What follows belongs to an exercise in optimizing a design on an open flow for a short achievable clock period and few clock cycles; a production flow would make more cautious choices. At most, simulation tests tie the RTL to the original design; equivalence was not proved. The RTL of run 1 was laid out without a check of its function. Power figures rest on the tool's default switching activity, not on a simulated workload.

==> flow/design.v <==
`timescale 1ns/1ns
module MIPS_Multi(clk, rst, Memory_out, MemWrite, MemRead, Adr, B_out);
	input clk, rst;
	input [31:0] Memory_out;
	output MemWrite, MemRead;
	output [31:0] Adr, B_out;
	reg [31:0] R [0:15];
	reg fZ, fN, fV;
	reg [31:0] adr_q;      
	reg [31:0] adr_n;      
	reg [31:0] bo_q;
	reg        rd_q, wr_q;
	assign Adr = adr_q;
	assign MemRead = rd_q;
	assign MemWrite = wr_q;
	assign B_out = bo_q;
	wire [31:0] adr = ~adr_n;
	reg        mp;         
	reg        mload;      
	reg        mstore;     
	reg [3:0]  mrd;        
	reg        halted;     
	reg        ev;         
	reg [31:0] ir;
	reg [31:0] pce;        
	reg [31:0] fpce;       
	reg [31:0] btgt;       
	reg        pt;         
	reg [31:0] opA;        
	reg [31:0] opM;        
	reg [31:0] opB;        
	reg [31:0] opD;        
	reg        selA, selM, selB, selD;    
	reg [31:0] res_q;      
	reg        c_dti, c_dpi, c_bi, c_inv, c_arith, c_add, c_mov, c_logic_res, c_zx, c_sub;
	function [31:0] ext12(input [11:0] x);
		ext12 = {19'd0, x[11], x};
	endfunction
	function condf(input [1:0] c, input z, input n, input v);
		condf = (c == 2'b00) ? z :
		        (c == 2'b01) ? (~z & (n == v)) :
		        (c == 2'b10) ? (n != v) : 1'b1;
	endfunction
	function [31:0] ksadd(input [31:0] a, input [31:0] b, input ci);
		reg [31:0] g, p, gn, pn;
		integer i, s;
		begin
			g = a & b;
			p = a ^ b;
			g[0] = g[0] | (p[0] & ci);
			for (s = 1; s < 32; s = s * 2) begin
				gn = g; pn = p;
				for (i = s; i < 32; i = i + 1) begin
					gn[i] = g[i] | (p[i] & g[i - s]);
					pn[i] = p[i] & p[i - s];
				end
				g = gn; p = pn;
			end
			ksadd = (a ^ b) ^ {g[30:0], ci};
		end
	endfunction
	wire cond  = condf(ir[31:30], fZ, fN, fV);
	wire ex    = ev & ~mp & cond;
	wire e_dp  = ex & c_dpi;
	wire e_mem = ex & c_dti;
	wire e_bl  = ex & c_bi & ir[26];
	wire e_inv = ex & c_inv;
	wire e_miss = ev & ~mp & c_bi & ~ir[26] & (cond != pt);
	wire [31:0] a_e = selA ? res_q : opA;
	wire [31:0] m_e = selM ? res_q : opM;
	wire [31:0] b_e = selB ? res_q : opB;
	wire [31:0] d_e = selD ? res_q : opD;
	wire [31:0] x_e = c_zx ? 32'd0 : a_e;
	wire [31:0] y_e = c_sub ? ~b_e : b_e;
	wire [31:0] sum1 = ksadd(x_e, y_e, c_sub);
	wire [31:0] sum2 = ksadd(a_e, m_e, 1'b0);
	wire z1 = ((x_e[0] ^ y_e[0]) == c_sub) & ((x_e[31:1] ^ y_e[31:1]) == (x_e[30:0] | y_e[30:0]));
	wire z2 = ~(a_e[0] ^ m_e[0]) & ((a_e[31:1] ^ m_e[31:1]) == (a_e[30:0] | m_e[30:0]));
	wire y31 = c_add ? b_e[31] : (b_e[31] ^ (b_e[30:0] != 31'd0));
	wire v1 = (x_e[31] & y31 & ~sum1[31]) | (~x_e[31] & ~y31 & sum1[31]);
	wire [31:0] lres = c_mov ? b_e : (a_e & b_e);
	wire [31:0] eres = c_logic_res ? lres : sum1;
	wire        we = mp ? mload : (e_dp | e_bl);
	wire [3:0]  wa = mp ? mrd : (e_bl ? 4'd15 : ir[15:12]);
	wire [31:0] wd = mp ? Memory_out : (e_bl ? pce : eres);
	wire [31:0] wf = Memory_out;
	wire keep = ~mp & ~halted & ~e_miss & ~e_bl & ~e_inv;
	wire f_bnl = (wf[29:27] == 3'b101) & ~wf[26];
	wire f_pt = f_bnl & ((wf[31:30] == 2'b11) | e_dp | condf(wf[31:30], fZ, fN, fV));
	wire [31:0] f_tgt = ksadd(adr, {{6{wf[25]}}, wf[25:0]}, 1'b1);
	wire [31:0] f_seq = adr + 32'd1;
	function [127:0] rdops(input [31:0] w);
		reg [31:0] a, m, d;
		begin
			a = (mp && mload && mrd == w[19:16]) ? Memory_out : R[w[19:16]];
			m = (mp && mload && mrd == w[3:0]) ? Memory_out : R[w[3:0]];
			d = (mp && mload && mrd == w[15:12]) ? Memory_out : R[w[15:12]];
			rdops = {a, m, (w[29:24] == 6'd0 && !w[23]) ? m : ext12(w[11:0]), d};
		end
	endfunction
	function [9:0] dec(input [31:0] w);
		reg [2:0] op;
		reg dpi, dti, bi, neg, sub, ar;
		begin
			op = w[22:20];
			dti = (w[29:21] == 9'b010000000);
			dpi = (w[29:24] == 6'd0);
			bi = (w[29:27] == 3'b101);
			neg = (op == 3'd4);
			sub = (op == 3'd1) | (op == 3'd2) | (op == 3'd6) | neg;
			ar = (op == 3'd0) | (op == 3'd1) | (op == 3'd2) | (op == 3'd6);
			dec = {dti, dpi, bi, ~dti & ~dpi & ~bi, ar, op == 3'd0, op == 3'd7,
			       dpi & ~ar & ~neg, dpi & neg, dpi & sub};
		end
	endfunction
	wire [31:0] w_n = mp ? ir : wf;
	wire [127:0] ops_n = rdops(w_n);
	wire [9:0] dec_n = dec(w_n);
	wire [3:0] e_rd = ir[15:12];
	wire f_selA = ~mp & e_dp & (e_rd == wf[19:16]);
	wire f_selM = ~mp & e_dp & (e_rd == wf[3:0]);
	wire f_selB = f_selM & (wf[29:24] == 6'd0) & ~wf[23];
	wire f_selD = ~mp & e_dp & (e_rd == wf[15:12]);
	integer k;
	always @(posedge clk) begin
		if (rst) begin
			for (k = 0; k < 16; k = k + 1) R[k] <= 32'd0;
			fZ <= 1'b0; fN <= 1'b0; fV <= 1'b0;
			adr_q <= 32'd0; adr_n <= 32'hffffffff; bo_q <= 32'd0; rd_q <= 1'b1; wr_q <= 1'b0;
			mp <= 1'b0; mload <= 1'b0; mstore <= 1'b0; mrd <= 4'd0; halted <= 1'b0;
			ev <= 1'b0; ir <= 32'd0; pce <= 32'd0; fpce <= 32'd0; btgt <= 32'd0; pt <= 1'b0;
			opA <= 32'd0; opM <= 32'd0; opB <= 32'd0; opD <= 32'd0; res_q <= 32'd0;
			selA <= 1'b0; selM <= 1'b0; selB <= 1'b0; selD <= 1'b0;
			{c_dti, c_dpi, c_bi, c_inv, c_arith, c_add, c_mov, c_logic_res, c_zx, c_sub} <= 10'd0;
		end else begin
			if (we) R[wa] <= wd;
			if (e_dp) begin
				if (c_arith) begin
					fZ <= z1; fN <= sum1[31]; fV <= v1;
				end else begin
					fZ <= z2; fN <= sum2[31];
				end
			end
			if (e_inv) halted <= 1'b1;
			res_q <= eres;
			mp <= e_mem;
			mload <= e_mem & ~ir[20];
			mstore <= e_mem & ir[20];
			mrd <= ir[15:12];
			bo_q <= d_e;
			wr_q <= e_mem & ir[20];
			rd_q <= ~(e_mem & ir[20]) & ~e_inv & ~halted;
			{opA, opM, opB, opD} <= ops_n;
			{c_dti, c_dpi, c_bi, c_inv, c_arith, c_add, c_mov, c_logic_res, c_zx, c_sub} <= dec_n;
			{selA, selM, selB, selD} <= {f_selA, f_selM, f_selB, f_selD};
			if (!mp) begin
				ir <= wf;
				pce <= adr;
				fpce <= f_seq;
				btgt <= f_tgt;
				pt <= f_pt;
			end
			if (mp) begin
				if (mstore && adr == pce) begin
					ev <= 1'b0;
					adr_q <= pce; adr_n <= ~pce;
				end else begin
					adr_q <= pt ? btgt : fpce; adr_n <= ~(pt ? btgt : fpce);
				end
			end else begin
				ev <= keep;
				if (e_mem) begin
					adr_q <= sum1; adr_n <= ~sum1;
				end else if (e_miss) begin
					adr_q <= cond ? btgt : fpce; adr_n <= ~(cond ? btgt : fpce);
				end else if (e_bl) begin
					adr_q <= ksadd(btgt, m_e, 1'b0); adr_n <= ~ksadd(btgt, m_e, 1'b0);
				end else begin
					adr_q <= f_pt ? f_tgt : f_seq; adr_n <= ~(f_pt ? f_tgt : f_seq);
				end
			end
		end
	end
endmodule
==> flow/run.sh <==
#!/bin/bash
# synth_recipe.tcl (not shown) runs the flow's synth.tcl, then flattens the netlist and writes it again
# the make line also repeats each setting of config.mk as NAME=value (left out here)
make -C /OpenROAD-flow-scripts/flow DESIGN_CONFIG=/design/flow/config.mk WORK_HOME=/design/flow/orfs CLKGATE_MAP_FILE= SYNTH_SCRIPT=/design/flow/synth_recipe.tcl finish
==> flow/config.mk <==
export PLATFORM = sky130hd
export DESIGN_NAME = MIPS_Multi
export DESIGN_NICKNAME = MIPS_Multi
export VERILOG_FILES = /design/flow/design.v
export SDC_FILE = /design/flow/constraint.sdc
export NUM_CORES = 4
export LEC_CHECK = 0
export ABC_CLOCK_PERIOD_IN_PS = 3000
export CAP_MARGIN = 20
export CORE_MARGIN = 2
export CORE_UTILIZATION = 45
export PLACE_DENSITY = 0.6
export SETUP_SLACK_MARGIN = 4.0
export SLEW_MARGIN = 20
==> flow/constraint.sdc <==
create_clock -name core_clock -period 7.5 [get_ports {clk}]
set_input_delay 1.5000 -clock core_clock [delete_from_list [all_inputs] [get_ports {clk}]]
set_output_delay 1.5000 -clock core_clock [all_outputs]
set_load 0.01 [all_outputs]
==> results.toml, run 1 <==
[grt]
globalRouteOverflowTotal = 0
grt_start_max_net_pins = 80
global_route_wire_length_before_repair_um = 371000
antenna_found_initial = 14
global_route.usage.total_pct = 39.6
via_count_of_the_first_global_routing_pass = 50000

[die]
initial_utilization_pct = 45.3
die_area_um2 = 131000
die_h_um = 362
die_width_um = 362
core_um2 = 127000
fp-row-count = 131
pin_count = 100

[sta]
drv_slew = 0
grt_setup_unrepaired = "yes"
maximum_clock_frequency_ghz = 0.238
setup_slack_ns = 3.31
max_slew.worst_pin.slew_ns = 1.27
tns_setup_ns = 0
timing.clock.skew_ns = 0.0574
post-route-period-util_pct = 55.9
smallest_hold_slack_ns = 0.479
setup_viol = 0
period_minus_slack_ns = 4.19
maxSlewHeadroom_pct = 15.1
final_hold_viol_count = 0

[run]
drv.max_cap_violation_count = 0

[logic_synthesis]
post_synth_instance_area_um2 = 57600
synth_top_area_cell = "sky130_fd_sc_hd__edfxtp_1"
yosys.area.top_type_share_pct = 26.7
synth.ff_latch_count = 924
synth_top_cells_by_count = "sky130_fd_sc_hd__nor2_1, sky130_fd_sc_hd__edfxtp_1, sky130_fd_sc_hd__nand2_1, sky130_fd_sc_hd__dfxtp_1, sky130_fd_sc_hd__mux4_2"
synth.top_cells.by_area = "sky130_fd_sc_hd__edfxtp_1, sky130_fd_sc_hd__mux4_2, sky130_fd_sc_hd__dfxtp_1"
yosys.area_share.simple_pct = 14.7
postSynth.topFlopCell = "sky130_fd_sc_hd__edfxtp_1"
synth_enable_flop_cells = 512
post_synth.cell_area_avg_um2 = 10.1
synth_top_family_by_area = "multiplexers"
synth_seq_area_share_pct = 41.0
yosys_warnings = 1
synth.most_common_cell = "sky130_fd_sc_hd__nor2_1"
yosys-mux-area-fraction_pct = 19.5
synth-compound-area-share_pct = 12.2
synth_xor_xnor_area_share_pct = 4.06
mappedNetlistNets = 5927
post_synthesis_instance_total = 5703
synthArstFlopShare_pct = 0
adder_cell_fraction_of_synth_area_pct = 4.17
synth_cell_types = 81

[route]
num_vias = 52800
avgViaCountPerCell = 6.83
wl_per_cell_um = 35.0
post-route-drc-count = 0
drt_iter0_drc = 7872
routed_wl_um = 270000
drt_first_pass_iters = 9
antenna_violating_nets_post_route = 0

[worst_setup_path]
critPathMostFrequentCell = "sky130_fd_sc_hd__buf_6"
critical-path-max-stage-delay_ns = 0.54
worst-endpoint-arrival_ns = 4.66
cp-end-kind = "flip-flop"
critPathBufInv = 4
worst_path_cell_with_the_longest_stage_delay = "sky130_fd_sc_hd__or4b_4"
cp_top_family = "compound AO/OA/AOI/OAI gates"
worstSetupStartpoint = "selB"
rr_startpoint = "selB"
cp-start-kind = "flip-flop"
cells_traversed_along_the_worst_timing_path = "buf_12 > mux2i_4 > xnor2_2 > ha_1 > and3_1 > a221o_1 > buf_6 > o21bai_4 > a311oi_4 > or4b_4 > nand4_1 > nand3_1 > a22oi_2 > buf_6 > clkbuf_16 > nor2_1"
ws_path_type = "flip-flop to flip-flop"
critical_path_peak_fanout = 8
cp.required_ns = 7.96

[hold_path]
worstHoldPathType = "flip-flop to flip-flop"
hold_start = "opD[27]"

[power]
totalPowerFinal_mw = 14.4
clock_power_share_pct = 38.4
switching_power_mw = 4.45
comb_power_share_pct = 21.5
switching_share_pct = 31.0
peakVddDrop_v = 0.000186
power_frac_seq_pct = 40.2
cellLeakagePower_nw = 27.5
powerDensity_nw_per_um2 = 193
p_int_mw = 9.91

[run_status]
status = "finished clean"

[clocking]
holdBufCountCts = 0
clock_tree_from_tritoncts = "built"
cts-buffers-inserted = 106
cts_root_buffer = "sky130_fd_sc_hd__clkbuf_16"
clk_transition_reported_paths_ns = 0.06
htree_levels = 3
cts_max_path_buffers = 3
numClockSinks = 924
clock_latency_ns = 0.78

[place]
hpwlAfterDp_um = 164000
place.gp.congestion = 1.09
place.port_buffers = 99
post_dp_cell_area_um2 = 61100
post-place-ws_ns = 1.94

[finish]
ff_latch_area_um2 = 23700
multi_input_area_um2 = 37500
nFillCells = 10500
drive_gt1_share_pct = 31.3
nets = 6193
syn_to_final_growth_pct = 29.5
final_design_area_no_fill_um2 = 74600
-- logic make-up after synthesis --
| group | Yosys count |
|---|---|
| adder cells (fa/ha/maj) | 190 |
| flip-flops | 924 |
| AND/OR/NAND/NOR | 1968 |
| multiplexers | 637 |
| AO/OA/AOI/OAI | 1055 |
| buffers and inverters | 662 |
| XOR/XNOR | 267 |
-- layout by cell type, fill, tap and decap left out, types with 50 or more instances in the layout --
| master | n |
|---|---|
| sky130_fd_sc_hd__nand3_1 | 50 |
| sky130_fd_sc_hd__a21oi_1 | 296 |
| sky130_fd_sc_hd__edfxtp_1 | 512 |
| sky130_fd_sc_hd__mux4_2 | 384 |
| sky130_fd_sc_hd__xnor2_1 | 120 |
| sky130_fd_sc_hd__nor2_1 | 828 |
| sky130_fd_sc_hd__nand2_1 | 434 |
| sky130_fd_sc_hd__nor2_2 | 74 |
| sky130_fd_sc_hd__mux2i_1 | 153 |
| sky130_fd_sc_hd__nor3_1 | 52 |
| sky130_fd_sc_hd__a211oi_1 | 120 |
| sky130_fd_sc_hd__clkdlybuf4s50_1 | 71 |
| sky130_fd_sc_hd__clkbuf_16 | 121 |
| sky130_fd_sc_hd__inv_1 | 180 |
| sky130_fd_sc_hd__buf_12 | 82 |
| sky130_fd_sc_hd__nor2_4 | 114 |
| sky130_fd_sc_hd__a311oi_1 | 73 |
| sky130_fd_sc_hd__xor2_1 | 95 |
| sky130_fd_sc_hd__dfxtp_1 | 399 |
| sky130_fd_sc_hd__buf_6 | 90 |
| sky130_fd_sc_hd__o21ai_0 | 91 |
| sky130_fd_sc_hd__and2_1 | 137 |
| sky130_fd_sc_hd__mux2i_4 | 62 |
| sky130_fd_sc_hd__ha_1 | 125 |
| sky130_fd_sc_hd__buf_4 | 285 |
-- per-layer routing --
layer | up-vias | wire, um | GRT usage (%)
met5 | - | 134 | 0
met4 | 16 | 22700 | 27.7
met3 | 1083 | 38200 | 14.1
met2 | 4157 | 116000 | 59.1
met1 | 26100 | 93100 | 47.8
li1 | 21500 | - | -
-- registers in the layout, indices dropped and copies added, names as in the netlist, 4 cells and up --
| signal | count |
|---|---|
| R | 512 |
| adr_n | 32 |
| adr_q | 32 |
| bo_q | 32 |
| btgt | 32 |
| fpce | 32 |
| ir | 32 |
| mrd | 4 |
| opA | 32 |
| opB | 32 |
| opD | 32 |
| opM | 32 |
| pce | 32 |
| res_q | 32 |
-- final cells by class --
cell class | instances | share of cell area (%)
antenna | 6 | 0.0201
clock buffer | 142 | 4.02
clock inverter | 58 | 0.849
inverter | 197 | 1.01
multi-input combinational | 4135 | 50.3
sequential | 924 | 31.7
tap | 1662 | 2.79
timing repair buffer | 605 | 9.30
-- final timing paths --
kind              end  slack, ns  depth (start not counted)
max          R[5][25]       3.31                         16
min          bo_q[27]       0.48                          2
max reg2reg  R[5][25]       3.31                         16
min reg2reg  bo_q[27]       0.48                          2
-- through the flow --
| stage | utilization (%) | std cells |
|---|---|---|
| 5_1_grt | 58.6 | 7723 |
| 3_3_place_gp | 48.0 | 7136 |
| 3_5_place_dp | 48.0 | 7137 |
| 2_1_floorplan | - | 5703 |
| 4_1_cts | 55.8 | 7600 |
| 6_report | 58.6 | 7729 |
-- power by group through the flow --
stage               logic [mW]  clock network (mW)  registers (mW)
finish                    3.08                5.51            5.77
CTS                       2.69                5.49            5.75
detailed placement        2.25                   0            5.84
global placement          2.24                   0            5.83
global route              3.15                5.68            5.78
floorplan                 1.45                   0            5.75
-- worst min-delay path: stages (launching register included) --
cell and delay, ns:
sky130_fd_sc_hd__dfxtp_1 0.30, sky130_fd_sc_hd__mux2i_1 0.06, sky130_fd_sc_hd__nor2_1 0.08
-- timing repair --
action,in CTS,in global routing
gates cloned,28,17
endpoints found under the setup margin,1275,997
setup buffers,235,106
pin swaps,119,127
gates resized for setup,775,562
==> run 2, diff against run 1 <==
--- a/flow/design.v
+++ b/flow/design.v
@@ -33,4 +33,6 @@
 	reg        selA, selM, selB, selD;    
 	reg [31:0] res_q;      
+	reg        wb_en;      
+	reg [3:0]  wb_a;
 	reg        c_dti, c_dpi, c_bi, c_inv, c_arith, c_add, c_mov, c_logic_res, c_zx, c_sub;
 	function [31:0] ext12(input [11:0] x);
@@ -90,13 +92,15 @@
 	wire [31:0] f_tgt = ksadd(adr, {{6{wf[25]}}, wf[25:0]}, 1'b1);
 	wire [31:0] f_seq = adr + 32'd1;
-	function [127:0] rdops(input [31:0] w);
-		reg [31:0] a, m, d;
-		begin
-			a = (mp && mload && mrd == w[19:16]) ? Memory_out : R[w[19:16]];
-			m = (mp && mload && mrd == w[3:0]) ? Memory_out : R[w[3:0]];
-			d = (mp && mload && mrd == w[15:12]) ? Memory_out : R[w[15:12]];
-			rdops = {a, m, (w[29:24] == 6'd0 && !w[23]) ? m : ext12(w[11:0]), d};
-		end
+	function [31:0] rdreg(input [3:0] idx);
+		rdreg = (wb_en && wb_a == idx) ? res_q : R[idx];
 	endfunction
+	wire [31:0] f_a = rdreg(wf[19:16]);
+	wire [31:0] f_m = rdreg(wf[3:0]);
+	wire [31:0] f_d = rdreg(wf[15:12]);
+	wire [31:0] f_b = ((wf[29:24] == 6'd0) && !wf[23]) ? f_m : ext12(wf[11:0]);
+	wire p_a = mload && mrd == ir[19:16];
+	wire p_m = mload && mrd == ir[3:0];
+	wire p_b = p_m && c_dpi && !ir[23];
+	wire p_d = mload && mrd == ir[15:12];
 	function [9:0] dec(input [31:0] w);
 		reg [2:0] op;
@@ -114,7 +118,5 @@
 		end
 	endfunction
-	wire [31:0] w_n = mp ? ir : wf;
-	wire [127:0] ops_n = rdops(w_n);
-	wire [9:0] dec_n = dec(w_n);
+	wire [9:0] dec_f = dec(wf);
 	wire [3:0] e_rd = ir[15:12];
 	wire f_selA = ~mp & e_dp & (e_rd == wf[19:16]);
@@ -131,8 +133,12 @@
 			ev <= 1'b0; ir <= 32'd0; pce <= 32'd0; fpce <= 32'd0; btgt <= 32'd0; pt <= 1'b0;
 			opA <= 32'd0; opM <= 32'd0; opB <= 32'd0; opD <= 32'd0; res_q <= 32'd0;
+			wb_en <= 1'b0; wb_a <= 4'd0;
 			selA <= 1'b0; selM <= 1'b0; selB <= 1'b0; selD <= 1'b0;
 			{c_dti, c_dpi, c_bi, c_inv, c_arith, c_add, c_mov, c_logic_res, c_zx, c_sub} <= 10'd0;
 		end else begin
-			if (we) R[wa] <= wd;
+			if (wb_en) R[wb_a] <= res_q;
+			wb_en <= we;
+			wb_a <= wa;
+			res_q <= wd;
 			if (e_dp) begin
 				if (c_arith) begin
@@ -143,5 +149,4 @@
 			end
 			if (e_inv) halted <= 1'b1;
-			res_q <= eres;
 			mp <= e_mem;
 			mload <= e_mem & ~ir[20];
@@ -151,6 +156,13 @@
 			wr_q <= e_mem & ir[20];
 			rd_q <= ~(e_mem & ir[20]) & ~e_inv & ~halted;
-			{opA, opM, opB, opD} <= ops_n;
-			{c_dti, c_dpi, c_bi, c_inv, c_arith, c_add, c_mov, c_logic_res, c_zx, c_sub} <= dec_n;
+			if (mp) begin
+				if (p_a) opA <= Memory_out;
+				if (p_m) opM <= Memory_out;
+				if (p_b) opB <= Memory_out;
+				if (p_d) opD <= Memory_out;
+			end else begin
+				opA <= f_a; opM <= f_m; opB <= f_b; opD <= f_d;
+				{c_dti, c_dpi, c_bi, c_inv, c_arith, c_add, c_mov, c_logic_res, c_zx, c_sub} <= dec_f;
+			end
 			{selA, selM, selB, selD} <= {f_selA, f_selM, f_selB, f_selD};
 			if (!mp) begin
--- a/flow/config.mk
+++ b/flow/config.mk
@@ -6,9 +6,9 @@
 export NUM_CORES = 4
 export LEC_CHECK = 0
-export ABC_CLOCK_PERIOD_IN_PS = 3000
+export ABC_CLOCK_PERIOD_IN_PS = 1500
 export CAP_MARGIN = 20
 export CORE_MARGIN = 2
 export CORE_UTILIZATION = 45
 export PLACE_DENSITY = 0.6
-export SETUP_SLACK_MARGIN = 4.0
+export SETUP_SLACK_MARGIN = 5.0
 export SLEW_MARGIN = 20
==> results.toml, run 2 <==
[clocking]
holdBufCountCts = 0
clock_tree_from_tritoncts = "built"
htree_levels = 3
cts_root_buffer = "sky130_fd_sc_hd__clkbuf_16"
clock_latency_ns = 0.77
numClockSinks = 914
cts-buffers-inserted = 104
cts_max_path_buffers = 3
clk_transition_reported_paths_ns = 0.07

[route]
wl_per_cell_um = 34.2
avgViaCountPerCell = 6.61
routed_wl_um = 260000
post-route-drc-count = 0
num_vias = 50200
drt_first_pass_iters = 6
drt_iter0_drc = 6273
antenna_violating_nets_post_route = 0

[logic_synthesis]
synth_seq_area_share_pct = 39.3
synth.ff_latch_count = 914
synth_cell_types = 97
yosys.area.top_type_share_pct = 25.8
synth_top_area_cell = "sky130_fd_sc_hd__edfxtp_1"
synthArstFlopShare_pct = 0
synth.top_cells.by_area = "sky130_fd_sc_hd__edfxtp_1, sky130_fd_sc_hd__mux4_2, sky130_fd_sc_hd__dfxtp_1"
yosys_warnings = 1
postSynth.topFlopCell = "sky130_fd_sc_hd__edfxtp_1"
synth_top_cells_by_count = "sky130_fd_sc_hd__and2_1, sky130_fd_sc_hd__edfxtp_1, sky130_fd_sc_hd__mux4_2, sky130_fd_sc_hd__nor2_1, sky130_fd_sc_hd__dfxtp_1"
synth.most_common_cell = "sky130_fd_sc_hd__and2_1"
post_synth.cell_area_avg_um2 = 11.0
post_synth_instance_area_um2 = 59600
post_synthesis_instance_total = 5443
synth_enable_flop_cells = 512
mappedNetlistNets = 5667

[sta]
period_minus_slack_ns = 3.87
drv_slew = 0
post-route-period-util_pct = 51.6
final_hold_viol_count = 0
setup_slack_ns = 3.63
tns_setup_ns = 0
maxSlewHeadroom_pct = 32.7
setup_viol = 0
timing.clock.skew_ns = 0.0470
max_slew.worst_pin.slew_ns = 1.00
maximum_clock_frequency_ghz = 0.259
smallest_hold_slack_ns = 0.481
grt_setup_unrepaired = "yes"

[worst_setup_path]
cp-end-kind = "flip-flop"
cp.required_ns = 8.14
critical_path_peak_fanout = 3
worst-endpoint-arrival_ns = 4.51
cp-start-kind = "input pin"
ws_path_type = "input pin to flip-flop"

[finish]
layout_commonest_cell = "sky130_fd_sc_hd__and2_1"
nFillCells = 10100
final_cell_mix = "sky130_fd_sc_hd__and2_1, sky130_fd_sc_hd__edfxtp_1, sky130_fd_sc_hd__mux4_2, sky130_fd_sc_hd__nor2_1, sky130_fd_sc_hd__dfxtp_1"
nets = 5977
drive_gt1_share_pct = 37.8
largest_register_ffs = 512
regMostFlops = "R"
final_cell_count_no_fill = 7604
syn_to_final_growth_pct = 33.0

[run]
drv.max_cap_violation_count = 0

[grt]
antenna_found_initial = 7
via_count_of_the_first_global_routing_pass = 48100
grt_start_max_net_pins = 161
global_route_wire_length_before_repair_um = 355000
global_route.usage.total_pct = 36.6
globalRouteOverflowTotal = 0

[die]
die_width_um = 368
pin_count = 100
die_h_um = 368
core_um2 = 131000
fp-row-count = 133
die_area_um2 = 135000
initial_utilization_pct = 45.4

[power]
switching_power_mw = 4.14
peakVddDrop_v = 0.000193
powerDensity_nw_per_um2 = 179
switching_share_pct = 29.1
power_frac_seq_pct = 40.8
comb_power_share_pct = 19.9
clock_power_share_pct = 39.3
p_int_mw = 10.1
cellLeakagePower_nw = 29.8

[place]
dp.cells = 6908
place.port_buffers = 99
place.gp.congestion = 0.968
hpwlAfterDp_um = 140000
post-place-ws_ns = 2.19

[run_status]
status = "finished clean"

[hold_path]
worstHoldPathType = "flip-flop to flip-flop"
[run 2: layout make-up]
type	instances	area, um^2	area share (%)
repair buffers	687	9770	12.3
repair inverters	1	8.76	0.0110
clock inverters	58	758	0.956
multi-input cells	3862	39200	49.5
flip-flops and latches	914	23600	29.8
diodes	5	12.5	0.0158
clock buffers	139	2940	3.71
well taps	1755	2200	2.77
inverters	183	724	0.914
[run 2: metal layers]
layer  track usage, %  part of all wire, %  vias up
met5                0               0.0038        -
met3             8.20                   11     1012
met4             25.3                  8.9        2
met2             57.0                   45     3447
li1                 -                    -    20800
met1             45.3                   35    24900
[run 2: final timing paths]
kind,startpoint,to,slack (ns),depth (start not counted)
max,Memory_out[0],adr_q[28],3.63,15
min,fpce[23],fpce[23],0.48,2
max reg2reg,selM,adr_q[28],3.66,15
min reg2reg,fpce[23],fpce[23],0.48,2
[run 2: what timing repair did]
item / CTS / global route
gates resized for setup: 1360 / 486
cloned: 96 / 15
pin swaps: 202 / 262
setup buffers: 265 / 117
endpoints found under the setup margin: 1354 / 1071
[run 2: critical path: stages]
cell and delay [ns]:
sky130_fd_sc_hd__buf_16 0.13, sky130_fd_sc_hd__clkinv_8 0.06, sky130_fd_sc_hd__ha_4 0.11, sky130_fd_sc_hd__inv_2 0.03, sky130_fd_sc_hd__fa_2 0.40, sky130_fd_sc_hd__a21o_4 0.24
sky130_fd_sc_hd__a211o_4 0.35, sky130_fd_sc_hd__a211oi_4 0.34, sky130_fd_sc_hd__o21ai_4 0.16, sky130_fd_sc_hd__a22oi_2 0.25, sky130_fd_sc_hd__a2111oi_2 0.10, sky130_fd_sc_hd__a21oi_1 0.13
sky130_fd_sc_hd__nand3_1 0.10, sky130_fd_sc_hd__a221o_1 0.36, sky130_fd_sc_hd__a32o_1 0.21
[run 2: cells by family (layout without fill, tap and decap cells)]
group / count (synthesis) / count (layout) / share of synthesized area, %
xor+xnor: 282 / 282 / 4.15
compound gates: 928 / 928 / 10.3
other cells: 0 / 5 / 0
simple gates: 1646 / 1650 / 14.1
mux: 812 / 812 / 23.7
flops: 914 / 914 / 39.3
buf+inv: 671 / 1068 / 4.36
fa+ha+maj: 190 / 190 / 4.02
[run 2: stage by stage]
stage	total power [mW]	cell area (um^2)	util (%)
finish	14.2	79300	60.3
global route	14.5	79300	60.3
CTS	13.9	75500	57.4
detailed placement	7.85	62500	47.6
global placement	7.83	62500	47.6
floorplan	7.16	61500	-
[run 2: power groups by stage]
stage | registers, mW | logic [mW] | clock network (mW)
detailed placement | 5.85 | 2.00 | 0
global placement | 5.84 | 1.99 | 0
CTS | 5.77 | 2.51 | 5.61
global route | 5.82 | 2.91 | 5.80
finish | 5.80 | 2.82 | 5.59
floorplan | 5.71 | 1.46 | 0
Testbench counts of run 2, summed over its fixed seeds: cycles 97,001.

## static timing again, ports no longer ideal
Ports are ideal in the flow. The routed layouts listed here were re-timed in OpenROAD. Step 1, drivers: a clkbuf_16 drives clk and a buf_2 each remaining input, both assumed. Step 2 also shifts input and output timing later by t, the mid clock arrival at the registers, as if the neighbouring blocks saw the same clock. Slacks: no drivers / after step 1 / after step 2; pairs: no drivers / after step 1.
| run | t, ns | slack for setup (ns) | worst hold slack (ns) |
|---|---|---|---|
| run 1 | 0.833 | 3.306 / 3.306 / 2.971 | 0.479 / 0.479 / 0.479 |
| run 2 | 0.820 | 3.632 / 3.457 / 2.637 | 0.481 / 0.481 / 0.481 |
After both steps every run listed still meets setup and hold. The setup slack of run 2, which loses most, moves by -0.175 ns with the drivers and by -0.995 ns with both steps.
